Context: an optimization exercise on an open-source flow, tuned for small area, a short achievable clock period and few clock cycles. The choices shown serve that exercise and are no tape-out recipe.
No run shown here included a check of the RTL's function; only the layout flow was run.
No activity file was given, so power comes from the tool's default toggle rates.

File: flow/design.v
module JAM (
    input CLK,
    input RST,
    output [2:0] W,
    output [2:0] J,
    input [6:0] Cost,
    output [3:0] MatchCount,
    output [9:0] MinCost,
    output Valid
);
    localparam [3:0] P1 = 4'd0, P2 = 4'd1, GAP = 4'd2, GAP3 = 4'd6, DFS = 4'd3, FIN = 4'd7, FIN2 = 4'd8, DONE = 4'd4;
    reg [3:0]  ph;
    reg [5:0]  t;           
    reg        qp;          
    reg        qv;          
    reg [6:0]  Creg;        
    reg        pend;        
    reg [6:0]  u [0:7];
    reg [6:0]  v [0:7];
    reg [63:0] tm;          
    reg [9:0]  lb0;         
    reg [9:0]  lb [1:6];    
    reg [10:0] S;           
    reg [10:0] A;           
    reg [6:0]  V;           
    reg [9:0]  best;
    reg [3:0]  cnt;
    reg [2:0]  js [0:6];    
    reg [2:0]  nj [0:6];    
    reg [6:0]  nr;          
    reg [6:0]  lastf;       
    reg [2:0]  PL;          
    reg        PLv;         
    reg [7:0]  used;
    reg [7:0]  Trow;        
    reg        jv;          
    reg        rd;          
    reg        upd;         
    reg [3:0]  pc;          
    reg [7:0]  F4;          
    reg        f4v;         
    assign Valid = (ph == DONE);
    assign MinCost = best;
    assign MatchCount = cnt;
    wire [2:0] hi = t[5:3];
    wire [2:0] lo = t[2:0];
    assign W = (ph == P2) ? lo : hi;
    assign J = (ph == P2) ? hi : lo;
    integer i, a, b;
    function [7:0] lowbit;
        input [7:0] m;
        begin
            lowbit = m & (~m + 8'd1);
        end
    endfunction
    function [6:0] pick;
        input [7:0] oh;
        input [55:0] vals;
        integer x;
        begin
            pick = 7'd0;
            for (x = 0; x < 8; x = x + 1) pick = pick | (vals[7*x +: 7] & {7{oh[x]}});
        end
    endfunction
    function [2:0] lowest;
        input [7:0] m;
        begin
            casez (m)
                8'b???????1: lowest = 3'd0;
                8'b??????10: lowest = 3'd1;
                8'b?????100: lowest = 3'd2;
                8'b????1000: lowest = 3'd3;
                8'b???10000: lowest = 3'd4;
                8'b??100000: lowest = 3'd5;
                8'b?1000000: lowest = 3'd6;
                default:     lowest = 3'd7;
            endcase
        end
    endfunction
    wire       indfs = (ph == DFS);
    wire [2:0] k = hi;
    wire [2:0] j = lo;
    wire [2:0] kp1 = k + 3'd1;
    wire [5:0] tq = t - 6'd1;                        
    wire [7:0] tb = Trow;                            
    wire [2:0] qhi = tq[5:3];
    wire [2:0] qlo = tq[2:0];
    wire [6:0] udn = u[indfs ? kp1 : lo];            
    wire       qfirst = (qlo == 3'd0);
    wire       qlast  = (qlo == 3'd7);
    wire       vlt = qfirst || Creg < V;
    wire       veq = !qfirst && Creg == V;
    wire [6:0] vmin = vlt ? Creg : V;
    wire [7:0] qbit = 8'd1 << qlo;
    wire [9:0] lb0s = lb0 + {3'd0, V};               
    wire [7:0] tbn = vlt ? qbit : veq ? (tb | qbit) : tb;
    wire       leaf = (k == 3'd7);
    wire [7:0] jbit = 8'd1 << j;
    wire [7:0] usedn = used | jbit;
    wire [7:0] above = 8'hfe << j;
    wire [7:0] Tk  = Trow;
    wire [7:0] Tk1 = tm[{kp1, 3'd0} +: 8];
    wire       sok = !S[10];
    wire [7:0] xa = {1'b0, A[6:0]};
    wire [7:0] xb = {1'b0, V};
    wire [7:0] xc = ~{1'b0, Cost};
    wire [7:0] cs_s = xa ^ xb ^ xc;
    wire [7:0] cs_c = (xa & xb) | (xa & xc) | (xb & xc);
    wire [8:0] geq = {1'b0, cs_s} + {cs_c, 1'b1};     
    wire [7:0] zs = xa ^ xb ^ {1'b0, Cost};             
    wire [7:0] zc = {(xa[6:0] & xb[6:0]) | ((xa[6:0] | xb[6:0]) & zs[6:0]), 1'b0};
    wire       abig = (A[10:7] != 4'd0);
    wire       eq = sok && !abig && (zs == zc) && !((xa[7] & xb[7]) | ((xa[7] | xb[7]) & zs[7]));
    wire       le = sok && (abig || geq[8]);
    wire [10:0] sgd = A + {4'd0, V} - {4'd0, Cost};    
    wire [10:0] adn = sgd + {4'd0, udn};                
    wire       nzk = sok && (S != 11'd0);
    wire [7:0] m0 = Tk & ~used & above & {8{sok}};
    wire [7:0] m1a = ~Tk & ~used & {8{nzk}};
    wire [7:0] m1b = m1a & above;
    wire       st_v = jv && (rd ? (m1b != 8'd0) : (m0 != 8'd0 || m1a != 8'd0));
    wire [7:0] st_m = rd ? m1b : (m0 != 8'd0) ? m0 : m1a;
    wire [2:0] st_j = lowest(st_m);
    wire       st_r = rd || (m0 == 8'd0);
    wire [7:0] d0 = Tk1 & ~usedn;
    wire       d0v = (d0 != 8'd0);
    wire [7:0] dn_m = d0v ? d0 : ~usedn;
    wire [2:0] dn_j = lowest(dn_m);
    wire       bulk = (k == 3'd3) && eq;
    reg  [7:0] drow, dcol, colany;
    reg  [3:0] ndr, ndc;
    integer e, f;
    always @(*) begin
        colany = 8'd0;
        for (e = 0; e < 8; e = e + 1) begin
            drow[e] = (e >= k) && ((tm[8*e +: 8] & ~used) == 8'd0);
            if (e >= k) colany = colany | tm[8*e +: 8];
        end
        dcol = ~used & ~colany;
        ndr = 4'd0;
        ndc = 4'd0;
        for (f = 0; f < 8; f = f + 1) begin
            ndr = ndr + {3'd0, drow[f]};
            ndc = ndc + {3'd0, dcol[f]};
        end
    end
    wire [3:0] dfc = (ndr > ndc) ? ndr : ndc;
    wire       dead = (S[10:4] == 7'd0) && (S[3:0] < dfc);
    wire       desc = jv && !dead && !leaf && le && !(eq && (!d0v || k == 3'd3));
    wire       better = jv && !dead && leaf && le && !eq;
    wire       stay = st_v && !dead;
    reg  [1:0] rk [0:7];    
    reg  [3:0] M [0:3];     
    reg  [2:0] p3 [0:3];    
    reg  [4:0] p4;
    integer c, r, s0, s1, s2;
    always @(*) begin
        rk[0] = 2'd0;
        for (c = 1; c < 8; c = c + 1) rk[c] = rk[c-1] + {1'b0, F4[c-1]};
        for (r = 0; r < 4; r = r + 1) begin
            M[r] = 4'd0;
            for (c = 0; c < 8; c = c + 1)
                if (F4[c] && tm[8*(4+r) + c]) M[r] = M[r] | (4'd1 << rk[c]);
        end
        p4 = 5'd0;
        for (s0 = 0; s0 < 4; s0 = s0 + 1) begin
            p3[s0] = 3'd0;
            for (s1 = 0; s1 < 4; s1 = s1 + 1)
                for (s2 = 0; s2 < 4; s2 = s2 + 1)
                    if (s0 != s1 && s0 != s2 && s1 != s2)
                        p3[s0] = p3[s0] + {2'd0, M[1][s1] & M[2][s2] & M[3][6 - s0 - s1 - s2]};
            p4 = p4 + (M[0][s0] ? {2'd0, p3[s0]} : 5'd0);
        end
    end
    wire [7:0] openl = {1'b0, ~lastf} & ~(8'hff << PL);    
    reg  [2:0] pl2;
    always @(*) begin
        pl2 = 3'd0;
        for (a = 0; a < 7; a = a + 1) if (openl[a]) pl2 = a;
    end
    reg  [7:0] freed;       
    always @(*) begin
        freed = 8'd0;
        for (b = 0; b < 7; b = b + 1)
            if (b >= PL && b < k) freed = freed | (8'd1 << js[b]);
    end
    wire [2:0] pj = nj[PL];
    wire [9:0] lbp = (PL == 3'd0) ? lb0 : lb[PL];
    wire [10:0] sp = {1'b0, best} - {1'b0, lbp};
    wire [10:0] ap = sp + {4'd0, u[PL]};
    wire [2:0] fj = (tm[7:0] != 8'd0) ? lowest(tm[7:0]) : 3'd0;
    wire [55:0] vall = {v[7], v[6], v[5], v[4], v[3], v[2], v[1], v[0]};
    wire [6:0] vst  = pick(lowbit(st_m), vall);
    wire [6:0] vpop = v[indfs ? pj : fj];
    wire [6:0] vstay = st_v ? vst : vpop;
    wire [6:0] vdown = pick(lowbit(dn_m), vall);
    always @(posedge CLK or posedge RST) begin
        if (RST) begin
            ph <= P1;
            t <= 6'd0;
            qv <= 1'b0;
        end else begin
            qv <= (ph == P1) || (ph == P2);
            case (ph)
                P1: begin
                    t <= t + 6'd1;
                    if (t == 6'd63) ph <= P2;
                end
                P2: begin
                    t <= t + 6'd1;
                    if (t == 6'd63) ph <= GAP;
                end
                GAP: ph <= GAP3;
                FIN: ph <= FIN2;
                FIN2: ph <= DONE;
                GAP3: begin
                    ph <= DFS;
                    t <= {3'd0, fj};
                end
                DFS: begin
                    if (upd || better) ;
                    else if (desc) t <= {kp1, dn_j};
                    else if (stay) t <= {k, st_j};
                    else if (!PLv) ph <= (f4v || bulk || pc != 4'd0) ? FIN : DONE;
                    else t <= {PL, pj};
                end
                default: ;
            endcase
        end
    end
    always @(posedge CLK) begin
        Creg <= (ph == P2) ? Cost - udn : Cost;
        qp <= (ph != P1);
        pend <= qv && qlast;
        if (pend) lb0 <= lb0s;
        if (qv) begin
            V <= vmin;
            if (!qp) begin
                if (qlast) u[qhi] <= vmin;
                if (tq == 6'd0) lb0 <= 10'd0;
            end else begin
                Trow <= tbn;
                if (qlast) begin
                    v[qhi] <= vmin;
                    for (i = 0; i < 8; i = i + 1) tm[8*i + qhi] <= tbn[i];
                end
            end
        end
        case (ph)
            GAP3: begin
                best <= 10'h3ff;
                S <= {1'b0, ~lb0s};
                A <= {1'b0, ~lb0s} + {4'd0, u[0]};
                V <= vpop;
                cnt <= 4'd0;
                used <= 8'd0;
                jv <= 1'b1;
                upd <= 1'b0;
                pc <= 4'd0;
                f4v <= 1'b0;
                PLv <= 1'b0;
                rd <= (tm[7:0] == 8'd0);
                Trow <= tm[7:0];
            end
            DFS: begin
                if (k != 3'd0 && k != 3'd7) lb[k] <= best - S[9:0];
                F4 <= ~usedn;
                f4v <= jv && !dead && bulk;
                pc <= f4v ? p4[3:0] : 4'd0;
                if (upd) begin
                    best <= best - S[9:0];
                    cnt <= 4'd1;
                    upd <= 1'b0;
                end else if (better) begin
                    S <= sgd;
                    jv <= 1'b0;
                    upd <= 1'b1;
                end else begin
                    cnt <= cnt + pc + {3'd0, jv && !dead && leaf && eq};
                    if (desc) begin
                        S <= sgd;
                        A <= adn;
                        V <= vdown;
                        js[k] <= j;
                        nj[k] <= st_j;
                        nr[k] <= st_r;
                        lastf[k] <= !st_v;
                        if (st_v) begin
                            PL <= k;
                            PLv <= 1'b1;
                        end
                        used <= usedn;
                        Trow <= Tk1;
                        rd <= !d0v;
                        jv <= 1'b1;
                    end else if (stay) begin
                        V <= vstay;
                        rd <= st_r;
                        jv <= 1'b1;
                    end else begin
                        S <= sp;
                        A <= ap;
                        V <= vpop;
                        Trow <= tm[{PL, 3'd0} +: 8];
                        used <= used & ~freed;
                        rd <= nr[PL];
                        jv <= 1'b1;
                        PL <= pl2;
                        PLv <= (openl != 8'd0);
                    end
                end
            end
            FIN: begin
                cnt <= cnt + pc;
                pc <= f4v ? p4[3:0] : 4'd0;
            end
            FIN2: cnt <= cnt + pc;
            default: ;
        endcase
    end
endmodule
File: flow/constraint.sdc
create_clock -name core_clock -period 4.5 [get_ports {CLK}]
set_input_delay 0.9000 -clock core_clock [delete_from_list [all_inputs] [get_ports {CLK}]]
set_output_delay 0.9000 -clock core_clock [all_outputs]
set_load 0.01 [all_outputs]
File: flow/config.mk
export PLATFORM = sky130hd
export DESIGN_NAME = JAM
export DESIGN_NICKNAME = JAM
export VERILOG_FILES = /design/flow/design.v
export SDC_FILE = /design/flow/constraint.sdc
export NUM_CORES = 4
export LEC_CHECK = 0
export CAP_MARGIN = 20
export CORE_MARGIN = 2
export CORE_UTILIZATION = 40
export PLACE_DENSITY = 0.6
export SLEW_MARGIN = 20
File: flow/run.sh
#!/bin/bash
# synth_recipe.tcl (not shown) runs the flow's synth.tcl, then flattens the netlist and writes it again
# the make line also repeats each setting of config.mk as NAME=value (left out here)
make -C /OpenROAD-flow-scripts/flow DESIGN_CONFIG=/design/flow/config.mk WORK_HOME=/design/flow/orfs CLKGATE_MAP_FILE= SYNTH_SCRIPT=/design/flow/synth_recipe.tcl finish
==> results by group, run 1 <==
Status
  • Status: failed layout checks
  • Layout Check Fails: setup timing

Placed design
  • GPL Wtd Cong: approximately 1.1
  • HPWL Detailed: 91500 µm
  • Place WS: -3.17 ns
  • Dpl cell area: about 0.034 mm²
  • IO buf count: 29

Synth
  • Register area share after synthesis: 0.407
  • Main synth FF type: edfxtp_1
  • Mapped Area: 0.0288 mm²
  • Async SR Flop Fraction: 0.0272
  • Most common library cells after synthesis: edfxtp_1 (356), nand2_1 (320), nor2_1 (230)
  • Post-synthesis cell count: approximately 3000
  • Unique masters post-synth: 94
  • Top cells by area, synth: edfxtp_1 (37%), ha_1 (6.0%), nand2_1 (4.2%), o21ai_0 (3.7%), mux2i_1 (3.5%)
  • Top-count cell post-synth: edfxtp_1
  • YS warnings: 4
  • EDFF count, synth: 356
  • Cell taking the most area after synthesis: edfxtp_1
  • Syn avg cell area: around 9.7 µm²
  • Syn nets: 3173
  • Synth top area share: 0.371
  • Flops & latches, synth: 404

Drt
  • Antenna viol nets, final: 0
  • Met3 WL: between 10000 and 15000 µm
  • Metal2 WL: ~52000 µm
  • Vias: approximately 27000
  • Detailed Routing Iterations Pass 1: 7
  • Wl on met1: 51300 µm
  • Vias per inst: approximately 6.1
  • Wire length per cell: 27.1 µm
  • Top Metal Used: met4
  • Starting DRT DRC Count: about 3200
  • WL final: 119000 µm
  • Residual DRC: 0

Pwr
  • IR Drop Worst-Case VDD: approximately 0.30 mV
  • Combinational Power Share: 0.027
  • Internal power: around 6500 µW
  • Sequential share of power: 0.486
  • Clk pwr share: 0.487
  • Lkg Pwr: about 0.015 µW
  • Psw: between 1500 and 2000 µW
  • Total power: roughly 8300 µW
  • Sw Ratio: 0.214
  • PD cells: 227 mW/mm²

Setup path
  • Top Family by Delay on Critical Path: adder cells
  • Critical path's slowest cell: fa_2
  • Crit end category: flip-flop
  • CP arrival: about 7.5 ns
  • Crit-path most repeated cell: fa_1
  • CP required: slightly below 5 ns
  • Slowest Stage Delay on Critical Path: between 0.5 and 0.6 ns
  • Worst setup path class: flip-flop to flip-flop
  • Max FO, Critical Path: 7
  • Startpoint Class: flip-flop
  • WP buf/inv: 4

Floorplan
  • I/O pin count: 30
  • Die Span Y: approximately 270 µm
  • FP Rows: 98
  • Total Die Area: approximately 0.074 mm²
  • Core area: roughly 0.07 mm²
  • DIE WIDTH: 272 µm
  • Initial Utilization: 0.403

Final layout
  • Register area: 0.0117 mm²
  • FILL cells: roughly 6400
  • Layout cells sized above 1: 0.251
  • Multi-input gate area: 0.0170 mm²
  • Fin nets: 3581
  • Syn-to-layout area delta: 27.3%
  • Final Instance Area: 0.0367 mm²

CTS
  • Longest Clk Path Bufs: 3
  • CTS buffer count: 47
  • Sink Count: 404
  • CTS Hold Bufs: 0
  • TritonCTS clock tree: yes
  • Root buf cell: clkbuf_16
  • CTS H-tree lvls: 2
  • Reg clk slew, reported paths: 0.06 ns
  • Worst-Skew Late Latency: around 0.60 ns

Timing
  • Final cycle utilization of the critical path: 1.56
  • Rel. slew slack: 0.263
  • Final WS setup: -2.54 ns
  • Clock Skew: 0.0162 ns
  • Final Slew Violations: 0
  • Post-route setup TNS: -403.27 ns
  • Final Hold Viols: 0
  • Unrepaired setup endpoints after global routing: yes
  • Actual slew at the worst max-slew pin: 1.10 ns
  • Max Clk Rate: between 0.1 and 0.15 GHz
  • Post-route minimum period: slightly above 7 ns
  • Final setup violation count: 168

Job
  • Max-Cap Viols: 0

Hold path
  • Worst hold path type: flip-flop to flip-flop

Global route
  • Number of antenna violations at the first check in global routing: 3
  • First-pass GRT wire length: 173000 µm
  • Number of global-route vias before repair: about 26000
  • Grt ovf: 0
  • GRT Resource Usage Total: 0.313
  • Largest net degree at the start of global routing: 65
==> worst register-to-register path, stage by stage (launching register included) <==
cell      delay [ns]
dfrtp_1         0.38
buf_4           0.17
ha_4            0.16
o31a_1          0.37
a222oi_1        0.32
nand2_1         0.14
fa_1            0.53
fa_1            0.53
fa_1            0.40
inv_1           0.07
ha_2            0.18
inv_2           0.04
fa_2            0.55
ha_4            0.21
nor2b_4         0.12
o31ai_2         0.21
a21o_1          0.27
a31oi_1         0.13
ha_1            0.33
nand3_2         0.11
a311oi_4        0.26
o21ai_4         0.15
a2111o_2        0.45
buf_6           0.18
nand2_2         0.07
o21a_1          0.14
nand2b_4        0.18
mux2_4          0.31
==> per-stage QoR <==
step                utilization  hold WS [ns]  instances
floorplan                     -         0.474       2981
global placement          0.471         0.510       4243
detailed placement        0.471         0.527       4243
CTS                       0.506         0.535       4359
global route              0.514         0.545       4375
finish                    0.514         0.532       4376
==> metal layers <==
layer	GRT usage	up-vias
met4	0.119	0
met5	0	-
met1	0.443	13274
met2	0.478	1357
met3	0.0567	248
li1	-	11985
==> final timing paths <==
path,from,to,slack [ns],cells after the start
hold / removal,lb0[9],lb0[9],0.53,2
setup / recovery,t[4],flip-flop,-2.54,27
min in group asynchronous,RST,t[1],0.73,2
hold reg to reg,lb0[9],lb0[9],0.53,2
max in group asynchronous,RST,t[5],3.26,2
setup reg to reg,t[4],flip-flop,-2.54,27
==> layout make-up <==
class                           count  area share
Sequential cell                   404       0.319
Multi-Input combinational cell   2225       0.464
Inverter                          198      0.0209
Timing Repair Buffer              513       0.119
Clock buffer                       60      0.0354
Tap cell                          950      0.0324
Antenna cell                        1   0.0000683
Clock inverter                     25     0.00847
==> layout by cell type, fill, tap and decap left out, types with 40 or more instances in the layout <==
cell type	netlist	final
buf_4	2	425
edfxtp_1	356	356
nand2_1	320	307
nor2_1	230	212
inv_1	191	182
o21ai_0	212	175
a21oi_1	181	159
ha_1	139	125
mux2i_1	101	98
nand3_1	73	69
a22oi_1	58	57
nor3_1	77	52
clkbuf_16	0	49
xnor2_1	43	42
mux4_2	42	42
fa_1	44	42
a31oi_1	49	40
==> sequential cells by signal, indices dropped and copies added, names as in the netlist, 4 cells and up, named ones only <==
signal / count
Creg: 7
nr: 7
S: 11
A: 11
F4: 8
lb: 60
lb0: 10
v: 56
js: 21
tm: 64
nj: 21
t: 6
lastf: 7
pc: 4
used: 8
ph: 4
cnt: 4
V: 7
u: 56
best: 10
Trow: 8
==> cells by family (layout without fill, tap and decap cells) <==
kind of cell,after synthesis,count (layout),share of synthesized area
other cells,0,1,0
compound gates,841,841,0.192
simple gates,936,936,0.153
flops,404,404,0.407
mux,190,190,0.0868
buf+inv,352,796,0.0480
xor+xnor,75,75,0.0228
fa+ha+maj,183,183,0.0910
==> timing repair <==
action	CTS	global route
endpoints found under the setup margin	168	169
resized for setup	136	96
pin swaps	62	45
gates cloned	1	1
buffers inserted	32	19
==> power groups by stage <==
stage / Clock, µW / Sequential, µW / Combinational [µW]
floorplan: 0 / 4120 / 116
global placement: 0 / 4120 / 214
detailed placement: 0 / 4120 / 221
CTS: 4100 / 4040 / 222
global route: 4230 / 4040 / 245
finish: 4060 / 4040 / 225
==> run 2, diff against run 1 <==
--- a/flow/config.mk
+++ b/flow/config.mk
@@ -7,2 +7,3 @@
 export LEC_CHECK = 0
+export ABC_AREA = 1
 export CAP_MARGIN = 20
==> results by group, run 2 <==
Status
  • Status: failed layout checks
  • Layout Check Fails: setup timing

Final layout
  • FILL cells: roughly 7100
  • Syn-to-layout area delta: 26.5%
  • Final Instance Area: between 0.03 and 0.04 mm²
  • Layout cells sized above 1: 0.195
  • Most common cell after layout, fill and taps aside: nand2_1
  • Most frequent cells in the layout: nand2_1 (938), inv_1 (450), buf_4 (431)
  • Antenna diodes: 0
  • Largest regs: tm: 64 flops, lb: 60 flops
  • Fin nets: about 4600
  • Top reg by flops: tm
  • Register area: around 0.012 mm²
  • Multi-input gate area: between 0.015 and 0.02 mm²
  • Max reg flops: 64

Synth
  • Top cells by area, synth: edfxtp_1 (35%), nand2_1 (12%), inv_1 (5.8%), nand3_1 (5.8%), ha_1 (5.8%)
  • YS warnings: 4
  • Async SR Flop Fraction: 0.0272
  • EDFF count, synth: 356
  • Syn avg cell area: about 7.7 µm²
  • Synth top area share: 0.353
  • Post-synthesis cell count: 3953
  • Cell taking the most area after synthesis: edfxtp_1
  • Register area share after synthesis: 0.387
  • Top-count cell post-synth: nand2_1
  • Mapped Area: 0.0302 mm²
  • Main synth FF type: edfxtp_1
  • Unique masters post-synth: 68
  • Most common library cells after synthesis: nand2_1 (976), inv_1 (471), edfxtp_1 (356)
  • Flops & latches, synth: roughly 400
  • Syn nets: 4145

CTS
  • Reg clk slew, reported paths: approximately 0.06 ns
  • Sink Count: about 400
  • CTS buffer count: just under 50
  • CTS Hold Bufs: 0
  • Root buf cell: clkbuf_16
  • Longest Clk Path Bufs: 3
  • CTS H-tree lvls: 2
  • Worst-Skew Late Latency: approximately 0.63 ns
  • TritonCTS clock tree: yes

Setup path
  • Worst setup path class: flip-flop to flip-flop
  • Worst flop-to-flop path endpoint: A[5]
  • Max FO, Critical Path: 7
  • Slowest Stage Delay on Critical Path: approximately 0.52 ns
  • Critical path's slowest cell: fa_1
  • CP arrival: slightly above 7 ns
  • Startpoint Class: flip-flop
  • FF-to-FF path depth: 36
  • Reg2Reg Launch Point: t[4]
  • CP required: between 4 and 5 ns
  • Crit end category: flip-flop
  • R2r setup slk: -2.27 ns

Global route
  • First-pass GRT wire length: between 150000 and 200000 µm
  • GRT Resource Usage Total: 0.308
  • Largest net degree at the start of global routing: 65
  • Number of antenna violations at the first check in global routing: 1
  • Grt ovf: 0
  • Number of global-route vias before repair: 29224

Hold path
  • Worst hold path type: flip-flop to flip-flop
  • Hold endpoint: qp
  • Hold path startpoint: ph[0]
  • Worst hold path depth: 2

Placed design
  • Dpl cell area: approximately 0.035 mm²
  • IO buf count: 29
  • Place WS: -2.45 ns
  • HPWL Detailed: 93300 µm
  • GPL Wtd Cong: around 1.1

Timing
  • Clock Skew: around 0.043 ns
  • Actual slew at the worst max-slew pin: 0.978 ns
  • Max Clk Rate: approximately 0.15 GHz
  • Post-route minimum period: about 6.8 ns
  • Final cycle utilization of the critical path: 1.51
  • Final Hold Viols: 0
  • Final setup violation count: roughly 170
  • Unrepaired setup endpoints after global routing: yes
  • Final Slew Violations: 0
  • Final WS setup: -2.27 ns
  • Rel. slew slack: 0.345
  • Final hold slack: approximately 0.56 ns

Drt
  • Vias: slightly above 30000
  • Wire length per cell: 22.6 µm
  • Residual DRC: 0
  • WL final: 122000 µm
  • Starting DRT DRC Count: between 3000 and 4000
  • Detailed Routing Iterations Pass 1: 8
  • Antenna viol nets, final: 0
  • Vias per inst: roughly 5.8

Floorplan
  • I/O pin count: 30
  • FP Rows: 100
  • DIE WIDTH: roughly 280 µm
  • Core area: 0.0747 mm²
  • Die Span Y: 279 µm
  • Initial Utilization: 0.405
  • Total Die Area: slightly below 0.08 mm²

Pwr
  • Sw Ratio: 0.223
  • Sequential share of power: 0.473
  • Psw: around 1900 µW
  • PD cells: roughly 220 mW/mm²
  • Clk pwr share: 0.497
  • Lkg Pwr: around 0.016 µW
  • IR Drop Worst-Case VDD: between 0.2 and 0.3 mV
  • Internal power: approximately 6700 µW
  • Combinational Power Share: 0.030

Job
  • Max-Cap Viols: 0
run 2: cell count changes after synthesis, moves of 56 or more:
cell and change:
inv_1 +280, mux2i_1 -101, nand2_1 +656, nand3_1 +277, nor2_1 +119, o21ai_0 +56
run 2: final cells by class:
class,count,area share
Tap cell,969,0.0317
Timing Repair Buffer,525,0.118
Sequential cell,404,0.306
Multi-Input combinational cell,2912,0.450
Clock inverter,32,0.0119
Inverter,494,0.0492
Clock buffer,59,0.0330
run 2: per-layer routing:
layer,track usage,up-vias,wire [µm]
li1,-,14427,-
met4,0.0984,4,4300
met1,0.441,14643,51800
met5,0,-,26
met3,0.0572,281,13400
met2,0.470,1749,52500
run 2: worst max path at each step:
stage | from | end | slack (ns) | depth (start not counted)
after floorplan | t[3] | js[1][0] | -2.31 | 38
after global placement | F4[2] | pc[3] | -2.42 | 29
after detailed placement | F4[2] | pc[3] | -2.45 | 29
after CTS | F4[0] | pc[3] | -2.28 | 28
after global routing | F4[2] | pc[3] | -2.50 | 29
final | t[4] | A[5] | -2.27 | 36
run 2: what timing repair did:
action	4_1_cts	5_1_grt
cloned	7	1
buffers inserted	43	14
pin swaps	58	48
setup endpoints to repair	169	170
gates resized for setup	155	82
run 2: cells by family after synthesis:
family,after synthesis,share of synthesized area
simple gates,1871,0.265
compound gates,792,0.157
fa+ha+maj,183,0.0866
xor+xnor,63,0.0196
flops,404,0.387
buf+inv,640,0.0843
run 2: worst max-delay path, delay by kind of cell, from the launching register on:
family / cells / cell delay [ns]
AO/OA/AOI/OAI: 8 / 0.98
flip-flops: 1 / 0.39
adder cells (fa/ha/maj): 9 / 3.04
AND/OR/NAND/NOR: 12 / 1.48
buffers and inverters: 7 / 0.62
run 2: power groups by stage:
stage | clock network [µW] | registers [µW] | logic [µW]
CTS | 4290 | 4050 | 252
floorplan | 0 | 4130 | 130
global placement | 0 | 4130 | 247
detailed placement | 0 | 4130 | 249
finish | 4250 | 4050 | 257
global route | 4430 | 4050 | 283
run 2: through the flow:
stage | setup TNS (ns) | utilization | total power [µW] | instances
global placement | -328.13 | 0.469 | 4380 | 5248
CTS | -331.96 | 0.507 | 8590 | 5386
finish | -355.21 | 0.512 | 8560 | 5395
floorplan | -323.84 | - | 4260 | 3953
detailed placement | -345.57 | 0.469 | 4380 | 5248
global route | -389.78 | 0.512 | 8760 | 5395
==> run 3, diff against run 2 <==
--- a/flow/design.v
+++ b/flow/design.v
@@ -10,3 +10,3 @@
 );
-    localparam [3:0] P1 = 4'd0, P2 = 4'd1, GAP = 4'd2, GAP3 = 4'd6, DFS = 4'd3, FIN = 4'd7, FIN2 = 4'd8, DONE = 4'd4;
+    localparam [3:0] P1 = 4'd0, CH = 4'd5, P2 = 4'd1, GAP = 4'd2, GAP3 = 4'd6, DFS = 4'd3, FIN = 4'd7, FIN2 = 4'd8, DONE = 4'd4;
     reg [3:0]  ph;
@@ -14,2 +14,3 @@
     reg        qp;          
+    reg [5:0]  tq;          
     reg        qv;          
@@ -83,3 +84,2 @@
     wire [2:0] kp1 = k + 3'd1;
-    wire [5:0] tq = t - 6'd1;                        
     wire [7:0] tb = Trow;                            
@@ -94,3 +94,11 @@
     wire [7:0] qbit = 8'd1 << qlo;
-    wire [9:0] lb0s = lb0 + {3'd0, V};               
+    wire [9:0] lb0s = lb0 + {3'd0, pend ? V : 7'd0};    
+    reg  [7:0] color;
+    integer g;
+    always @(*) begin
+        color = (ph == CH) ? tbn : tm[63:56];
+        for (g = 0; g < 7; g = g + 1) color = color | tm[8*g +: 8];
+    end
+    wire [7:0] need = ~color;
+    wire [7:0] needn = need & (8'hfe << hi);        
     wire [7:0] tbn = vlt ? qbit : veq ? (tb | qbit) : tb;
@@ -129,5 +137,12 @@
     wire       bulk = (k == 3'd3) && eq;
+    function two;           
+        input [7:0] m;
+        begin
+            two = (m[0] & (|m[7:1])) | (m[1] & (|m[7:2])) | (m[2] & (|m[7:3])) |
+                  (m[3] & (|m[7:4])) | (m[4] & (|m[7:5])) | (m[5] & (|m[7:6])) |
+                  (m[6] & m[7]);
+        end
+    endfunction
     reg  [7:0] drow, dcol, colany;
-    reg  [3:0] ndr, ndc;
-    integer e, f;
+    integer e;
     always @(*) begin
@@ -139,11 +154,6 @@
         dcol = ~used & ~colany;
-        ndr = 4'd0;
-        ndc = 4'd0;
-        for (f = 0; f < 8; f = f + 1) begin
-            ndr = ndr + {3'd0, drow[f]};
-            ndc = ndc + {3'd0, dcol[f]};
-        end
     end
-    wire [3:0] dfc = (ndr > ndc) ? ndr : ndc;
-    wire       dead = (S[10:4] == 7'd0) && (S[3:0] < dfc);
+    wire       sz0 = (S == 11'd0);
+    wire       sz1 = (S == 11'd1);
+    wire       dead = (sz0 && (drow != 8'd0 || dcol != 8'd0)) || (sz1 && (two(drow) || two(dcol)));
     wire       desc = jv && !dead && !leaf && le && !(eq && (!d0v || k == 3'd3));
@@ -206,7 +216,14 @@
                     t <= t + 6'd1;
-                    if (t == 6'd63) ph <= P2;
+                    if (t == 6'd63) ph <= CH;
+                end
+                CH: begin
+                    if (need != 8'd0) begin
+                        ph <= P2;
+                        t <= {lowest(need), 3'd0};
+                    end else ph <= GAP3;
                 end
                 P2: begin
-                    t <= t + 6'd1;
-                    if (t == 6'd63) ph <= GAP;
+                    if (lo != 3'd7) t <= t + 6'd1;
+                    else if (needn != 8'd0) t <= {lowest(needn), 3'd0};
+                    else ph <= GAP;
                 end
@@ -233,2 +250,3 @@
         qp <= (ph != P1);
+        tq <= t;
         pend <= qv && qlast;
@@ -237,7 +255,11 @@
             V <= vmin;
+            Trow <= tbn;
             if (!qp) begin
-                if (qlast) u[qhi] <= vmin;
+                if (qhi == 3'd0) v[qlo] <= 7'd0;
+                if (qlast) begin
+                    u[qhi] <= vmin;
+                    tm[8*qhi +: 8] <= tbn;
+                end
                 if (tq == 6'd0) lb0 <= 10'd0;
             end else begin
-                Trow <= tbn;
                 if (qlast) begin
--- a/flow/config.mk
+++ b/flow/config.mk
@@ -7,3 +7,2 @@
 export LEC_CHECK = 0
-export ABC_AREA = 1
 export CAP_MARGIN = 20
==> results by group, run 3 <==
Status
  • Status: failed layout checks
  • Layout Check Fails: setup timing

Placed design
  • GPL Wtd Cong: ~1.1
  • HPWL Detailed: just over 90000 µm
  • IO buf count: 29

CTS
  • Worst-Skew Late Latency: ~0.63 ns
  • CTS H-tree lvls: 2
  • CTS buffer count: between 40 and 50
  • Reg clk slew, reported paths: 0.06 ns
  • Sink Count: ~400
  • Root buf cell: clkbuf_16
  • TritonCTS clock tree: yes
  • Longest Clk Path Bufs: 3
  • CTS Hold Bufs: 0

Final layout
  • Largest regs: tm: 64 flops, lb: 60 flops
  • Syn-to-layout area delta: 19.9%
  • Layout cells sized above 1: 0.207
  • Most common cell after layout, fill and taps aside: buf_4
  • Most frequent cells in the layout: buf_4 (414), edfxtp_1 (356), nand2_1 (296)
  • FILL cells: slightly above 7000
  • Top reg by flops: tm
  • Max reg flops: 64
  • Fin nets: 3694

Synth
  • Cell taking the most area after synthesis: edfxtp_1
  • Flops & latches, synth: 410
  • Top cells by area, synth: edfxtp_1 (35%), ha_1 (4.9%), mux4_2 (3.7%), nand2_1 (3.7%), mux2i_1 (3.6%)
  • Most common library cells after synthesis: edfxtp_1 (356), nand2_1 (302), nor2_1 (294)
  • YS warnings: 4
  • EDFF count, synth: around 360
  • Top-count cell post-synth: edfxtp_1
  • Unique masters post-synth: about 110
  • Register area share after synthesis: 0.386
  • Async SR Flop Fraction: 0.0268
  • Syn nets: ~3400
  • Syn avg cell area: approximately 9.5 µm²
  • Mapped Area: 0.0307 mm²
  • Main synth FF type: edfxtp_1
  • Synth top area share: 0.349
  • Post-synthesis cell count: between 3000 and 4000

Setup path
  • Max FO, Critical Path: 6
  • Worst setup path class: flip-flop to flip-flop
  • Startpoint Class: flip-flop
  • Critical path's slowest cell: fa_2
  • Worst Setup SP: F4[1]
  • CP required: roughly 4.9 ns
  • Reg2Reg Launch Point: F4[1]
  • CP arrival: about 7.3 ns
  • Slowest Stage Delay on Critical Path: 0.64 ns
  • Crit end category: flip-flop

Timing
  • Unrepaired setup endpoints after global routing: yes
  • Rel. slew slack: 0.296
  • Post-route minimum period: 6.90 ns
  • Final setup violation count: 4
  • Final Slew Violations: 0
  • Final Hold Viols: 0
  • Actual slew at the worst max-slew pin: around 1.1 ns
  • Final cycle utilization of the critical path: 1.53
  • Max Clk Rate: ~0.14 GHz
  • Post-route setup TNS: -7.40 ns
  • Clock Skew: roughly 0.025 ns
  • Final WS setup: -2.40 ns

Global route
  • Number of antenna violations at the first check in global routing: 5
  • Number of global-route vias before repair: about 28000
  • Largest net degree at the start of global routing: 71
  • Grt ovf: 0
  • First-pass GRT wire length: between 150000 and 200000 µm
  • GRT Resource Usage Total: 0.308

Floorplan
  • Initial Utilization: 0.404
  • FP Rows: about 100
  • Total Die Area: 0.0789 mm²
  • Die Span Y: 281 µm
  • DIE WIDTH: approximately 280 µm
  • I/O pin count: 30
  • Core area: roughly 0.076 mm²

Drt
  • WL final: 123000 µm
  • Antenna viol nets, final: 0
  • Residual DRC: 0
  • Detailed Routing Iterations Pass 1: 8
  • Wire length per cell: 26.8 µm
  • Starting DRT DRC Count: roughly 3800
  • Vias: about 29000
  • Vias per inst: around 6.4

Hold path
  • Worst hold path type: flip-flop to flip-flop
  • Hold path startpoint: lb0[9]

Job
  • Max-Cap Viols: 0

Pwr
  • IR Drop Worst-Case VDD: 0.251 mV
  • PD cells: around 230 mW/mm²
  • Total power: around 8300 µW
  • Lkg Pwr: 0.0136 µW
-- run 3: cells by family (layout without fill, tap and decap cells) --
kind of cell | after synthesis | in the layout | synth area share
other cells | 0 | 1 | 0
xor+xnor | 83 | 83 | 0.0237
fa+ha+maj | 158 | 158 | 0.0732
simple gates | 1038 | 1038 | 0.163
compound gates | 935 | 935 | 0.207
buf+inv | 388 | 726 | 0.0512
flops | 410 | 410 | 0.386
mux | 217 | 217 | 0.0964
-- run 3: layout make-up --
type                       instances  area (µm²)  area share
multi-input combinational       2431       17700       0.482
timing repair buffer             453        3590      0.0977
clock inverter                    36         360     0.00980
antenna                            1        2.50   0.0000681
inverter                         183         687      0.0187
tap                             1030        1290      0.0351
clock buffer                      54        1260      0.0344
sequential                       410       11800       0.322
-- run 3: timing repair --
| item | in CTS | in global routing |
|---|---|---|
| setup endpoints to repair | 6 | 44 |
| gates resized for setup | 14 | 38 |
| pin swaps | 8 | 8 |
| buffers inserted | 3 | 5 |
-- run 3: path summary, 6_finish.rpt --
check | endpoint | slack (ns) | cells past startpoint
min in group asynchronous | ph[3] | 0.71 | 2
max in group asynchronous | t[3] | 3.34 | 2
setup / recovery | pc[3] | -2.40 | 28
hold reg to reg | lb0[9] | 0.52 | 2
hold / removal | lb0[9] | 0.52 | 2
setup reg to reg | pc[3] | -2.40 | 28
-- run 3: stage by stage --
stage | setup slack [ns] | cell area [µm²] | cells | hold WS, ns | util
6_report | -2.40 | 36800 | 4598 | 0.524 | 0.484
2_1_floorplan | -2.40 | 30900 | 3229 | 0.461 | -
5_1_grt | -2.62 | 36800 | 4597 | 0.528 | 0.484
3_5_place_dp | -2.52 | 34900 | 4499 | 0.515 | 0.459
4_1_cts | -2.41 | 36600 | 4592 | 0.524 | 0.481
3_3_place_gp | -2.53 | 34900 | 4499 | 0.511 | 0.459
-- run 3: routing by layer --
metal	share of wire	GRT usage	wire, µm
met5	0.00039	0	48
met4	0.066	0.172	8110
met3	0.11	0.0858	13300
met2	0.44	0.473	53700
met1	0.39	0.390	48200
-- run 3: report_power, final --
part           total, µW  leakage, µW  internal [µW]  switching [µW]
clock network       4050     0.000779           2290            1760
logic                197      0.00948           94.2             103
registers           4080      0.00330           4080            2.38
-- run 3: critical path: cells and delay by family, from the launching register on --
family                   cells  cell delay (ns)
adder cells (fa/ha/maj)     12             4.37
XOR/XNOR                     3             0.51
AO/OA/AOI/OAI                3             0.48
AND/OR/NAND/NOR              4             0.46
buffers and inverters        6             0.42
flip-flops                   1             0.41
==> run 4, diff against run 3 <==
--- a/flow/design.v
+++ b/flow/design.v
@@ -40,3 +40,3 @@
     reg [3:0]  pc;          
-    reg [7:0]  F4;          
+    reg [15:0] M4;          
     reg        f4v;         
@@ -161,25 +161,40 @@
     wire       stay = st_v && !dead;
-    reg  [1:0] rk [0:7];    
-    reg  [3:0] M [0:3];     
-    reg  [2:0] p3 [0:3];    
-    reg  [4:0] p4;
-    integer c, r, s0, s1, s2;
+    reg  [7:0] fs [0:3];    
+    reg  [7:0] rest;
+    reg [15:0] M4n;         
+    integer c, r, q;
     always @(*) begin
-        rk[0] = 2'd0;
-        for (c = 1; c < 8; c = c + 1) rk[c] = rk[c-1] + {1'b0, F4[c-1]};
-        for (r = 0; r < 4; r = r + 1) begin
-            M[r] = 4'd0;
-            for (c = 0; c < 8; c = c + 1)
-                if (F4[c] && tm[8*(4+r) + c]) M[r] = M[r] | (4'd1 << rk[c]);
-        end
-        p4 = 5'd0;
-        for (s0 = 0; s0 < 4; s0 = s0 + 1) begin
-            p3[s0] = 3'd0;
-            for (s1 = 0; s1 < 4; s1 = s1 + 1)
-                for (s2 = 0; s2 < 4; s2 = s2 + 1)
-                    if (s0 != s1 && s0 != s2 && s1 != s2)
-                        p3[s0] = p3[s0] + {2'd0, M[1][s1] & M[2][s2] & M[3][6 - s0 - s1 - s2]};
-            p4 = p4 + (M[0][s0] ? {2'd0, p3[s0]} : 5'd0);
+        rest = ~usedn;
+        for (q = 0; q < 4; q = q + 1) begin
+            for (c = 0; c < 8; c = c + 1) fs[q][c] = rest[c] && ((rest & ~(8'hff << c)) == 8'd0);
+            rest = rest & ~fs[q];
         end
+        for (r = 0; r < 4; r = r + 1)
+            for (q = 0; q < 4; q = q + 1)
+                M4n[4*r + q] = |(tm[8*(4+r) +: 8] & fs[q]);
     end
+    function [2:0] perm3;
+        input [15:0] m;
+        input [1:0] x;
+        reg [1:0] a, b, cc;
+        reg [5:0] tt;
+        begin
+            a = (x == 2'd0) ? 2'd1 : 2'd0;
+            b = (x <= 2'd1) ? 2'd2 : 2'd1;
+            cc = (x == 2'd3) ? 2'd2 : 2'd3;
+            tt[0] = m[4+a] & m[8+b] & m[12+cc];
+            tt[1] = m[4+a] & m[8+cc] & m[12+b];
+            tt[2] = m[4+b] & m[8+a] & m[12+cc];
+            tt[3] = m[4+b] & m[8+cc] & m[12+a];
+            tt[4] = m[4+cc] & m[8+a] & m[12+b];
+            tt[5] = m[4+cc] & m[8+b] & m[12+a];
+            perm3 = ({2'd0, tt[0]} + {2'd0, tt[1]} + {2'd0, tt[2]}) +
+                    ({2'd0, tt[3]} + {2'd0, tt[4]} + {2'd0, tt[5]});
+        end
+    endfunction
+    wire [3:0] q0 = M4[0] ? {1'b0, perm3(M4, 2'd0)} : 4'd0;
+    wire [3:0] q1 = M4[1] ? {1'b0, perm3(M4, 2'd1)} : 4'd0;
+    wire [3:0] q2 = M4[2] ? {1'b0, perm3(M4, 2'd2)} : 4'd0;
+    wire [3:0] q3 = M4[3] ? {1'b0, perm3(M4, 2'd3)} : 4'd0;
+    wire [3:0] p4 = (q0 + q1) + (q2 + q3);
     wire [7:0] openl = {1'b0, ~lastf} & ~(8'hff << PL);    
@@ -288,5 +303,5 @@
                 if (k != 3'd0 && k != 3'd7) lb[k] <= best - S[9:0];
-                F4 <= ~usedn;
+                M4 <= M4n;
                 f4v <= jv && !dead && bulk;
-                pc <= f4v ? p4[3:0] : 4'd0;
+                pc <= f4v ? p4 : 4'd0;
                 if (upd) begin
@@ -336,3 +351,3 @@
                 cnt <= cnt + pc;
-                pc <= f4v ? p4[3:0] : 4'd0;
+                pc <= f4v ? p4 : 4'd0;
             end
==> results by group, run 4 <==
Drt
  • Detailed Routing Iterations Pass 1: 6
  • Vias: about 30000
  • WL final: 125000 µm
  • Wire length per cell: around 27 µm
  • Vias per inst: 6.40
  • Residual DRC: 0
  • Starting DRT DRC Count: around 4300
  • Antenna viol nets, final: 0

Global route
  • Grt ovf: 0
  • Met3 global-route usage: 0.0607
  • Number of antenna violations at the first check in global routing: 3
  • M1 GR Usage: 0.413
  • Met2 Use GR: 0.456
  • GRT Resource Usage Total: 0.302
  • First-pass GRT wire length: 184000 µm
  • Global route hottest layer: met2
  • Largest net degree at the start of global routing: roughly 100
  • Number of global-route vias before repair: about 28000

Placed design
  • GPL Wtd Cong: 1.05
  • Inst Count DP: around 4500
  • HPWL Detailed: around 96000 µm
  • IO buf count: 29

Pwr
  • Lkg Pwr: around 0.014 µW
  • PD cells: roughly 240 mW/mm²
  • IR Drop Worst-Case VDD: 0.449 mV

CTS
  • Reg clk slew, reported paths: about 0.060 ns
  • TritonCTS clock tree: yes
  • Root buf cell: clkbuf_16
  • CTS buffer count: 50
  • CTS Hold Bufs: 0
  • Sink Count: between 400 and 500
  • Longest Clk Path Bufs: 3
  • CTS H-tree lvls: 2
  • Worst-Skew Late Latency: approximately 0.65 ns

Floorplan
  • DIE WIDTH: approximately 280 µm
  • Initial Utilization: 0.404
  • FP Rows: 102
  • Core area: roughly 0.077 mm²
  • Die Span Y: about 280 µm
  • Total Die Area: 0.0804 mm²
  • I/O pin count: 30

Timing
  • Final WS setup: -0.207 ns
  • Unrepaired setup endpoints after global routing: yes
  • Clock Skew: between 0.04 and 0.05 ns
  • Final setup violation count: 2
  • Actual slew at the worst max-slew pin: between 1 and 1.5 ns
  • Final Slew Violations: 0
  • Rel. slew slack: 0.313
  • Max Clk Rate: 0.212 GHz
  • Final Hold Viols: 0
  • Final cycle utilization of the critical path: 1.05
  • Post-route minimum period: 4.71 ns
  • Final hold slack: between 0.5 and 0.6 ns

Final layout
  • Largest regs: tm: 64 flops, lb: 60 flops
  • FILL cells: about 7300
  • Layout cells sized above 1: 0.174
  • Non-filler cells in the finished layout: 4646
  • Top reg by flops: tm
  • Fin nets: roughly 3700
  • Layout Utilization: 0.475
  • Max reg flops: 64
  • Syn-to-layout area delta: 17.5%
  • Most common cell after layout, fill and taps aside: edfxtp_1
  • Most frequent cells in the layout: edfxtp_1 (364), buf_4 (331), nand2_1 (329)

Setup path
  • Crit end category: flip-flop
  • Max FO, Critical Path: 4
  • CP required: 4.87 ns
  • Worst setup path class: flip-flop to flip-flop
  • Startpoint Class: flip-flop
  • CP arrival: between 5 and 6 ns

Synth
  • Top-count cell post-synth: edfxtp_1
  • Synth top area share: 0.350
  • Top cells by area, synth: edfxtp_1 (35%), ha_1 (4.6%), nand2_1 (4.0%), nor2_1 (3.4%), a21oi_1 (3.3%)
  • Cell taking the most area after synthesis: edfxtp_1
  • Main synth FF type: edfxtp_1
  • Most common library cells after synthesis: edfxtp_1 (364), nand2_1 (332), nor2_1 (287)
  • Unique masters post-synth: 103
  • Post-synthesis cell count: roughly 3400
  • Async SR Flop Fraction: 0.0263
  • EDFF count, synth: between 300 and 400
  • Register area share after synthesis: 0.386
  • Syn nets: ~3500
  • YS warnings: 2
  • Mapped Area: 0.0312 mm²
  • Flops & latches, synth: between 400 and 500
  • Syn avg cell area: approximately 9.3 µm²

Hold path
  • Worst hold path type: flip-flop to flip-flop

Job
  • Max-Cap Viols: 0

Status
  • Status: failed layout checks
  • Layout Check Fails: setup timing
run 4: cell count changes in the layout (fill, tap and decap cells not counted), moves of 13 or more:
cell	change
a221oi_1	-19
and2_1	+32
mux4_2	-13
o221ai_1	-13
nor2b_1	+25
nand2_1	+33
o22ai_1	+15
o31ai_1	+15
o21ai_0	+15
buf_4	-83
run 4: final cells by class:
| type | instances | area, µm² | area share |
|---|---|---|---|
| well taps | 1040 | 1300 | 0.0354 |
| flip-flops and latches | 418 | 12100 | 0.329 |
| multi-input cells | 2537 | 17900 | 0.488 |
| diodes | 1 | 2.50 | 0.0000682 |
| inverters | 184 | 691 | 0.0188 |
| clock inverters | 35 | 423 | 0.0115 |
| clock buffers | 59 | 1310 | 0.0355 |
| repair buffers | 372 | 3010 | 0.0819 |
run 4: path summary, 6_finish.rpt:
kind	start	to	slack, ns	cells past startpoint
hold reg to reg	lb0[2]	lb0[2]	0.53	2
setup / recovery	M4[5]	pc[3]	-0.21	17
hold / removal	lb0[2]	lb0[2]	0.53	2
max in group asynchronous	RST	t[4]	3.44	2
setup reg to reg	M4[5]	pc[3]	-0.21	17
min in group asynchronous	RST	ph[0]	0.66	2
run 4: what timing repair did:
action / CTS / global route
setup buffers: 0 / 4
resized for setup: 7 / 54
pin swaps: 15 / 19
setup endpoints to repair: 33 / 133
cloned: 0 / 0
run 4: where the power goes:
part / switching (µW) / internal, µW
Sequential: 2.58 / 4160
Clock: 1800 / 2450
Combinational: 119 / 114
Total: 1920 / 6730
run 4: worst max-delay path, cell delays in order, from the launching register on:
cell and delay, ns:
edfxtp_1 0.44, and3_4 0.22, fa_1 0.52, inv_1 0.05, fa_1 0.48, inv_1 0.05, ha_2 0.16, fa_1 0.50
nand2_2 0.07, fa_1 0.56, inv_2 0.04, fa_1 0.50, ha_2 0.17, inv_2 0.03, fa_2 0.32, xor2_1 0.15
xnor2_1 0.15, nor2_1 0.05
run 4: cells by family after synthesis:
kind of cell	after synthesis	synth area share
adder cells (fa/ha/maj)	149	0.0681
AO/OA/AOI/OAI	986	0.219
XOR/XNOR	79	0.0221
flip-flops	418	0.386
buffers and inverters	406	0.0511
multiplexers	188	0.0775
AND/OR/NAND/NOR	1135	0.176
run 4: metrics by stage:
step	setup WS [ns]	total power [µW]	area (µm²)	TNS (ns)
finish	-0.207	8650	36700	-0.276
global route	-0.356	8870	36700	-0.559
CTS	-0.190	8690	36500	-0.253
detailed placement	-0.446	4470	34700	-51.47
global placement	-0.480	4480	34700	-55.06
floorplan	-0.115	4360	31300	-0.215
run 4: routing by layer:
layer  up-vias  wire (µm)
li1      13126          -
met1     14314      50300
met2      1884      53900
met3       411      13700
met4         4       7080
met5         -         57
==> run 5, diff against run 4 <==
--- a/flow/design.v
+++ b/flow/design.v
@@ -10,3 +10,3 @@
 );
-    localparam [3:0] P1 = 4'd0, CH = 4'd5, P2 = 4'd1, GAP = 4'd2, GAP3 = 4'd6, DFS = 4'd3, FIN = 4'd7, FIN2 = 4'd8, DONE = 4'd4;
+    localparam [3:0] P1 = 4'd0, CH = 4'd5, P2 = 4'd1, GAP = 4'd2, GAP3 = 4'd6, DFS = 4'd3, FIN = 4'd7, DONE = 4'd4;
     reg [3:0]  ph;
@@ -42,2 +42,4 @@
     reg        f4v;         
+    reg [11:0] qr;          
+    reg        qv2;         
     assign Valid = (ph == DONE);
@@ -194,7 +196,7 @@
     endfunction
-    wire [3:0] q0 = M4[0] ? {1'b0, perm3(M4, 2'd0)} : 4'd0;
-    wire [3:0] q1 = M4[1] ? {1'b0, perm3(M4, 2'd1)} : 4'd0;
-    wire [3:0] q2 = M4[2] ? {1'b0, perm3(M4, 2'd2)} : 4'd0;
-    wire [3:0] q3 = M4[3] ? {1'b0, perm3(M4, 2'd3)} : 4'd0;
-    wire [3:0] p4 = (q0 + q1) + (q2 + q3);
+    wire [2:0] q0 = M4[0] ? perm3(M4, 2'd0) : 3'd0;
+    wire [2:0] q1 = M4[1] ? perm3(M4, 2'd1) : 3'd0;
+    wire [2:0] q2 = M4[2] ? perm3(M4, 2'd2) : 3'd0;
+    wire [2:0] q3 = M4[3] ? perm3(M4, 2'd3) : 3'd0;
+    wire [3:0] p4 = ({1'b0, qr[2:0]} + {1'b0, qr[5:3]}) + ({1'b0, qr[8:6]} + {1'b0, qr[11:9]});
     wire [7:0] openl = {1'b0, ~lastf} & ~(8'hff << PL);    
@@ -245,4 +247,3 @@
                 GAP: ph <= GAP3;
-                FIN: ph <= FIN2;
-                FIN2: ph <= DONE;
+                FIN: if (!f4v && !qv2) ph <= DONE;
                 GAP3: begin
@@ -255,3 +256,3 @@
                     else if (stay) t <= {k, st_j};
-                    else if (!PLv) ph <= (f4v || bulk || pc != 4'd0) ? FIN : DONE;
+                    else if (!PLv) ph <= (f4v || qv2 || (jv && !dead && bulk)) ? FIN : DONE;
                     else t <= {PL, pj};
@@ -264,2 +265,7 @@
         Creg <= (ph == P2) ? Cost - udn : Cost;
+        M4 <= M4n;
+        f4v <= indfs && jv && !dead && bulk && !upd;
+        qr <= {q3, q2, q1, q0};
+        qv2 <= f4v;
+        pc <= qv2 ? p4 : 4'd0;
         qp <= (ph != P1);
@@ -295,4 +301,2 @@
                 upd <= 1'b0;
-                pc <= 4'd0;
-                f4v <= 1'b0;
                 PLv <= 1'b0;
@@ -303,5 +307,2 @@
                 if (k != 3'd0 && k != 3'd7) lb[k] <= best - S[9:0];
-                M4 <= M4n;
-                f4v <= jv && !dead && bulk;
-                pc <= f4v ? p4 : 4'd0;
                 if (upd) begin
@@ -349,7 +350,3 @@
             end
-            FIN: begin
-                cnt <= cnt + pc;
-                pc <= f4v ? p4 : 4'd0;
-            end
-            FIN2: cnt <= cnt + pc;
+            FIN: cnt <= cnt + pc;
             default: ;
==> results by group, run 5 <==
Status
  • Status: complete, no violations

Pwr
  • Total power: 8890 µW
  • IR Drop Worst-Case VDD: 0.248 mV
  • Lkg Pwr: between 0.01 and 0.015 µW
  • PD cells: approximately 240 mW/mm²

Job
  • Max-Cap Viols: 0

Setup path
  • Crit end category: flip-flop
  • Worst setup path class: flip-flop to flip-flop
  • Max FO, Critical Path: 15
  • Worst Setup SP: t[3]
  • CP arrival: around 4.6 ns
  • Critical path endpoint: nj[1][1]
  • CP required: roughly 4.8 ns
  • Reg2Reg Launch Point: t[3]
  • Worst flop-to-flop path endpoint: nj[1][1]
  • FF-to-FF path depth: 15
  • R2r setup slk: about 0.2 ns
  • Startpoint Class: flip-flop

Synth
  • YS warnings: 2
  • Unique masters post-synth: between 100 and 150
  • Async SR Flop Fraction: 0.0233
  • Most common library cells after synthesis: edfxtp_1 (343), nand2_1 (339), nor2_1 (252)
  • Top cells by area, synth: edfxtp_1 (33%), dfxtp_1 (4.9%), ha_1 (4.6%), nand2_1 (4.1%), mux4_2 (4.0%)
  • Post-synthesis cell count: 3306
  • Synth top area share: 0.331
  • Cell taking the most area after synthesis: edfxtp_1
  • Post-synthesis compound-gate area fraction: 0.224
  • EDFF count, synth: roughly 340
  • Mux contribution to synthesized area: 0.0826
  • Mapped Area: approximately 0.031 mm²
  • Syn avg cell area: between 9 and 10 µm²
  • Synth Area in XOR/XNOR: 0.0211
  • Flops & latches, synth: 430
  • Syn nets: 3464
  • Top-count cell post-synth: edfxtp_1
  • Combinational family with the most area after synthesis: compound AO/OA/AOI/OAI gates
  • Register area share after synthesis: 0.388
  • Simple-Gate Fraction of Synth Area: 0.161
  • Synth Area in Adders: 0.0683
  • Main synth FF type: edfxtp_1

Drt
  • Wire length per cell: about 27 µm
  • WL final: about 130000 µm
  • Vias per inst: about 6.4
  • Starting DRT DRC Count: a little under 4000
  • Detailed Routing Iterations Pass 1: 9
  • Vias: ~30000
  • Antenna viol nets, final: 0
  • Residual DRC: 0

Final layout
  • Antenna diodes: 0
  • Syn-to-layout area delta: 17.0%
  • Layout Utilization: 0.472
  • Most common cell after layout, fill and taps aside: edfxtp_1
  • FILL cells: 7349
  • Max reg flops: 64
  • Fin nets: 3651
  • Largest regs: tm: 64 flops, lb: 60 flops
  • Top reg by flops: tm
  • Most frequent cells in the layout: edfxtp_1 (343), nand2_1 (339), buf_4 (306)
  • Layout cells sized above 1: 0.168

Timing
  • Rel. slew slack: 0.270
  • Final Slew Violations: 0
  • Final WS setup: between 0.2 and 0.25 ns
  • Final setup violation count: 0
  • Clock Skew: between 0.02 and 0.03 ns
  • Final Hold Viols: 0
  • Post-route setup TNS: 0 ns
  • Post-route minimum period: about 4.3 ns
  • Max Clk Rate: 0.233 GHz
  • Final cycle utilization of the critical path: 0.955
  • Actual slew at the worst max-slew pin: between 1 and 1.5 ns

CTS
  • Root buf cell: clkbuf_16
  • Longest Clk Path Bufs: 3
  • CTS H-tree lvls: 2
  • CTS buffer count: 51
  • Sink Count: between 400 and 500
  • Reg clk slew, reported paths: roughly 0.070 ns
  • Worst-Skew Late Latency: around 0.63 ns
  • TritonCTS clock tree: yes
  • CTS Hold Bufs: 0

Placed design
  • IO buf count: 29
  • Place WS: -0.371 ns
  • GPL Wtd Cong: between 1 and 1.5
  • HPWL Detailed: 94300 µm

Floorplan
  • Total Die Area: ~0.080 mm²
  • FP Rows: 102
  • I/O pin count: 30
  • Die Span Y: approximately 280 µm
  • Core area: between 0.07 and 0.08 mm²
  • DIE WIDTH: ~280 µm
  • Initial Utilization: 0.403

Global route
  • GRT Resource Usage Total: 0.304
  • Number of global-route vias before repair: roughly 28000
  • Largest net degree at the start of global routing: 76
  • First-pass GRT wire length: 185000 µm
  • Number of antenna violations at the first check in global routing: 2
  • Grt ovf: 0

Hold path
  • Worst hold path depth: 0
  • Worst hold path type: flip-flop to flip-flop
## run 5: cell types whose count changed in the layout (fill, tap and decap cells not counted), sizes merged, moves of 17 or more
cell / before / now
and2: 54 / 34
mux4: 38 / 56
a211oi: 39 / 62
edfxtp: 364 / 343
mux2: 50 / 32
buf: 343 / 325
nand3: 102 / 78
a22oi: 68 / 85
o21ai: 189 / 163
dfxtp: 43 / 77
a21oi: 208 / 235
nor2: 289 / 254
## run 5: per-stage QoR
step / std cells / hold WS [ns] / area (µm²)
5_1_grt: 4576 / 0.407 / 36500
3_3_place_gp: 4477 / 0.384 / 34500
2_1_floorplan: 3306 / 0.364 / 31200
6_report: 4576 / 0.397 / 36500
4_1_cts: 4574 / 0.390 / 36300
3_5_place_dp: 4477 / 0.381 / 34500
## run 5: per-layer routing
metal,wire [µm],GRT usage
met1,50500,0.409
met2,54700,0.464
met3,13200,0.0640
met4,7300,0.154
met5,0,0
## run 5: worst max-delay path: stages (launching register included)
cell and delay (ns):
dfrtp_2 0.46, inv_2 0.10, buf_4 0.26, ha_1 0.27
nand3b_4 0.27, a21oi_1 0.11, o221ai_1 0.19, a211oi_1 0.12
a22oi_1 0.25, nand3_1 0.17, or3_1 0.47, o21ai_1 0.22
nand4_1 0.23, buf_4 0.24, buf_4 0.14, nor2_1 0.41
## run 5: cell type report
class	instances	area (µm²)	area share
Inverter	195	732	0.0201
Timing Repair Buffer	355	2980	0.0816
Clock inverter	34	415	0.0114
Clock buffer	62	1380	0.0378
Multi-Input combinational cell	2460	17500	0.481
Sequential cell	430	12100	0.332
Tap cell	1040	1300	0.0357
## run 5: worst min path at each step
stage                     slack [ns]  end  startpoint
after floorplan                 0.36  qv2         f4v
after global placement          0.38  qv2         f4v
after detailed placement        0.38  qv2         f4v
after CTS                       0.39  qv2         f4v
after global routing            0.41  qv2         f4v
final                           0.40  qv2         f4v
## run 5: timing repair
action | in CTS | in global routing
cloned | 0 | 1
pin swaps | 0 | 2
setup endpoints to repair | 20 | 95
endpoints found under the hold margin | 0 | 0
gates resized for setup | 6 | 29
setup buffers | 1 | 1
## run 5: cells by family (layout without fill, tap and decap cells)
| logic type | after synthesis | after routing |
|---|---|---|
| adders and majority gates | 149 | 149 |
| buffers and inverters | 416 | 646 |
| muxes | 183 | 183 |
| DFF | 430 | 430 |
| xor gates and xnor gates | 75 | 75 |
| AOI/OAI and AO/OA | 1015 | 1015 |
| and+or+nand+nor | 1038 | 1038 |
## run 5: report_power, final
group	total, µW	leakage, µW	internal, µW	switching [µW]
sequential	4240	0.00331	4240	2.16
combinational	212	0.00950	102	110
clock	4440	0.000872	2610	1830
total	8890	0.0137	6950	1940
==> run 6, diff against run 5 <==
--- a/flow/config.mk
+++ b/flow/config.mk
@@ -11,2 +11,3 @@
 export PLACE_DENSITY = 0.6
+export SETUP_SLACK_MARGIN = 0.4
 export SLEW_MARGIN = 20
==> results by group, run 6 <==
Synth
  • Main synth FF type: edfxtp_1
  • Unique masters post-synth: approximately 110
  • EDFF count, synth: around 340
  • Register area share after synthesis: 0.388
  • Syn nets: between 3000 and 4000
  • Top cells by area, synth: edfxtp_1 (33%), dfxtp_1 (4.9%), ha_1 (4.6%), nand2_1 (4.1%), mux4_2 (4.0%)
  • Cell taking the most area after synthesis: edfxtp_1
  • Synth top area share: 0.331
  • Mapped Area: roughly 0.031 mm²
  • Syn avg cell area: approximately 9.4 µm²
  • YS warnings: 2
  • Top-count cell post-synth: edfxtp_1
  • Flops & latches, synth: 430
  • Async SR Flop Fraction: 0.0233
  • Most common library cells after synthesis: edfxtp_1 (343), nand2_1 (339), nor2_1 (252)
  • Post-synthesis cell count: about 3300

Timing
  • Final hold slack: just over 0.4 ns
  • Final Slew Violations: 0
  • Post-route minimum period: between 4 and 5 ns
  • Unrepaired setup endpoints after global routing: yes
  • Rel. slew slack: 0.270
  • Actual slew at the worst max-slew pin: around 1.1 ns
  • Final setup violation count: 0
  • Max Clk Rate: ~0.24 GHz
  • Final Hold Viols: 0
  • Clock Skew: around 0.036 ns
  • Final cycle utilization of the critical path: 0.914

Pwr
  • Lkg Pwr: roughly 0.014 µW
  • PD cells: approximately 250 mW/mm²
  • Total power: between 9000 and 10000 µW
  • IR Drop Worst-Case VDD: between 0.3 and 0.4 mV

CTS
  • Worst-Skew Late Latency: around 0.65 ns
  • CTS buffer count: 52
  • CTS Hold Bufs: 0
  • TritonCTS clock tree: yes
  • Reg clk slew, reported paths: about 0.060 ns
  • Longest Clk Path Bufs: 3
  • CTS H-tree lvls: 2
  • Sink Count: 430
  • Root buf cell: clkbuf_16

Setup path
  • Worst setup path class: flip-flop to flip-flop
  • Reg2Reg Launch Point: t[4]
  • Worst flop-to-flop path endpoint: S[0]
  • Max FO, Critical Path: 5
  • CP arrival: about 4.5 ns
  • Crit end category: flip-flop
  • Startpoint Class: flip-flop
  • FF-to-FF path depth: 18
  • CP required: a little under 5 ns
  • R2r setup slk: 0.39 ns

Final layout
  • Most frequent cells in the layout: edfxtp_1 (343), nand2_1 (339), buf_4 (309)
  • Layout cells sized above 1: 0.200
  • Max reg flops: 64
  • Antenna diodes: 0
  • Fin nets: roughly 3700
  • Syn-to-layout area delta: 20.3%
  • Largest regs: tm: 64 flops, lb: 60 flops
  • Top reg by flops: tm
  • FILL cells: 7269
  • Most common cell after layout, fill and taps aside: edfxtp_1

Floorplan
  • I/O pin count: 30
  • Die Span Y: about 280 µm
  • Initial Utilization: 0.403
  • Core area: around 0.077 mm²
  • DIE WIDTH: between 200 and 300 µm
  • FP Rows: 102
  • Total Die Area: approximately 0.08 mm²

Drt
  • Antenna viol nets, final: 0
  • Vias: ~29000
  • Starting DRT DRC Count: around 3800
  • Residual DRC: 0
  • Wire length per cell: 26.9 µm
  • Vias per inst: between 6 and 7
  • Detailed Routing Iterations Pass 1: 9
  • WL final: 124000 µm

Global route
  • Number of global-route vias before repair: between 20000 and 30000
  • Grt ovf: 0
  • Number of antenna violations at the first check in global routing: 0
  • GRT Resource Usage Total: 0.299
  • Largest net degree at the start of global routing: 89
  • First-pass GRT wire length: roughly 180000 µm

Hold path
  • Hold path startpoint: f4v
  • Hold endpoint: qv2
  • Worst hold path depth: 0
  • Worst hold path type: flip-flop to flip-flop

Placed design
  • IO buf count: 29
  • HPWL Detailed: just over 90000 µm
  • GPL Wtd Cong: approximately 1.0

Status
  • Status: complete, no violations

Job
  • Max-Cap Viols: 0
[run 6: kinds of logic after synthesis]
| group | Yosys count | synth area share |
|---|---|---|
| simple gates | 1038 | 0.161 |
| compound gates | 1015 | 0.224 |
| flops | 430 | 0.388 |
| buf+inv | 416 | 0.0549 |
| mux | 183 | 0.0826 |
| fa+ha+maj | 149 | 0.0683 |
| xor+xnor | 75 | 0.0211 |
[run 6: cell type report]
cell class / count / area [µm²] / share of cell area
flip-flops and latches: 430 / 12100 / 0.323
repair buffers: 380 / 3300 / 0.0880
clock inverters: 38 / 528 / 0.0141
clock buffers: 60 / 1390 / 0.0372
multi-input cells: 2460 / 18100 / 0.483
inverters: 195 / 743 / 0.0198
well taps: 1040 / 1300 / 0.0347
[run 6: critical path, cell delays in order (launching register included)]
cell	delay, ns
dfrtp_2	0.45
buf_6	0.13
inv_4	0.03
ha_4	0.29
buf_6	0.11
mux4_2	0.51
mux2i_2	0.16
buf_4	0.18
o32ai_4	0.10
a211oi_4	0.30
nand2_4	0.13
a31o_4	0.26
buf_6	0.12
o21a_4	0.12
a21o_4	0.24
a21oi_4	0.25
clkbuf_16	0.22
mux2i_1	0.17
o21ai_1	0.08
[run 6: worst max-delay path by stage]
stage,start,slack (ns),cells after the start,end
after floorplan,PL[2],0.35,23,A[10]
after global routing,flip-flop,0.21,20,A[10]
final,t[4],0.39,18,S[0]
after detailed placement,Cost[1],-0.42,12,js[4][1]
after CTS,t[4],0.34,18,S[5]
after global placement,Cost[1],-0.35,12,js[4][0]
[run 6: timing repair]
item	CTS	global route
pin swaps	13	53
setup endpoints to repair	119	121
cloned	2	0
setup buffers	18	33
resized for setup	61	120
[run 6: power breakdown]
part	leakage (µW)	internal (µW)	switching, µW
registers	0.00331	4240	2.46
clock network	0.000940	2830	1890
logic	0.00978	104	113
total	0.0140	7180	2010
[run 6: stage by stage]
step                setup TNS (ns)  utilization  cells  setup WS [ns]  area [µm²]
floorplan                        0            -   3306          0.354       31300
finish                           0        0.485   4603          0.387       37500
global route                     0        0.485   4603          0.209       37500
CTS                              0        0.475   4570          0.342       36700
global placement            -14.34        0.444   4450         -0.355       34300
detailed placement          -23.98        0.444   4452         -0.419       34300
[run 6: metal layers]
layer	wire, µm	track usage	vias to the layer above
li1	-	-	13011
met5	0	0	-
met1	48900	0.396	14152
met3	12900	0.0596	492
met4	8600	0.175	0
met2	53300	0.453	1841

what the ideal ports hide:
The flow's constraints put no driver on any port. The routed layouts listed below were extracted and timed again, unchanged, in two steps.
Step 1: set_driving_cell puts a clkbuf_16 on CLK and a buf_2 on each other input, an assumption about the parent block.
Step 2 moves the port delays by t, midway between the first and last clock arrival at a register: inputs arrive t later, outputs are due t later. That takes back most of the time a late clock gives input paths.
Three values: ideal ports, drivers, drivers and shift; two values: the first two.
| run | t (ns) | setup slack, ns | hold WS [ns] | worst setup path after step 2 | slew at the worst register clock pin (ns) |
|---|---|---|---|---|---|
| run 1 | 0.661 | -2.540 / -2.540 / -2.540 | 0.532 / 0.532 / 0.532 | register to register | 0.07 / 0.07 |
| run 2 | 0.673 | -2.274 / -2.274 / -2.274 | 0.560 / 0.560 / 0.560 | register to register | 0.07 / 0.07 |
| run 3 | 0.689 | -2.398 / -2.398 / -2.398 | 0.524 / 0.524 / 0.524 | register to register | 0.07 / 0.07 |
| run 4 | 0.694 | -0.207 / -0.207 / -0.428 | 0.528 / 0.528 / 0.528 | input to register | 0.07 / 0.07 |
| run 5 | 0.682 | 0.201 / 0.191 / -0.327 | 0.397 / 0.397 / 0.397 | input to register | 0.07 / 0.07 |
| run 6 | 0.698 | 0.387 / 0.387 / -0.136 | 0.403 / 0.403 / 0.403 | input to register | 0.07 / 0.07 |
Met with ideal ports but missed after step 2: setup timing in run 5 and run 6. The setup slack of run 5, which loses most, moves by -0.010 ns with the drivers and by -0.528 ns with both steps.
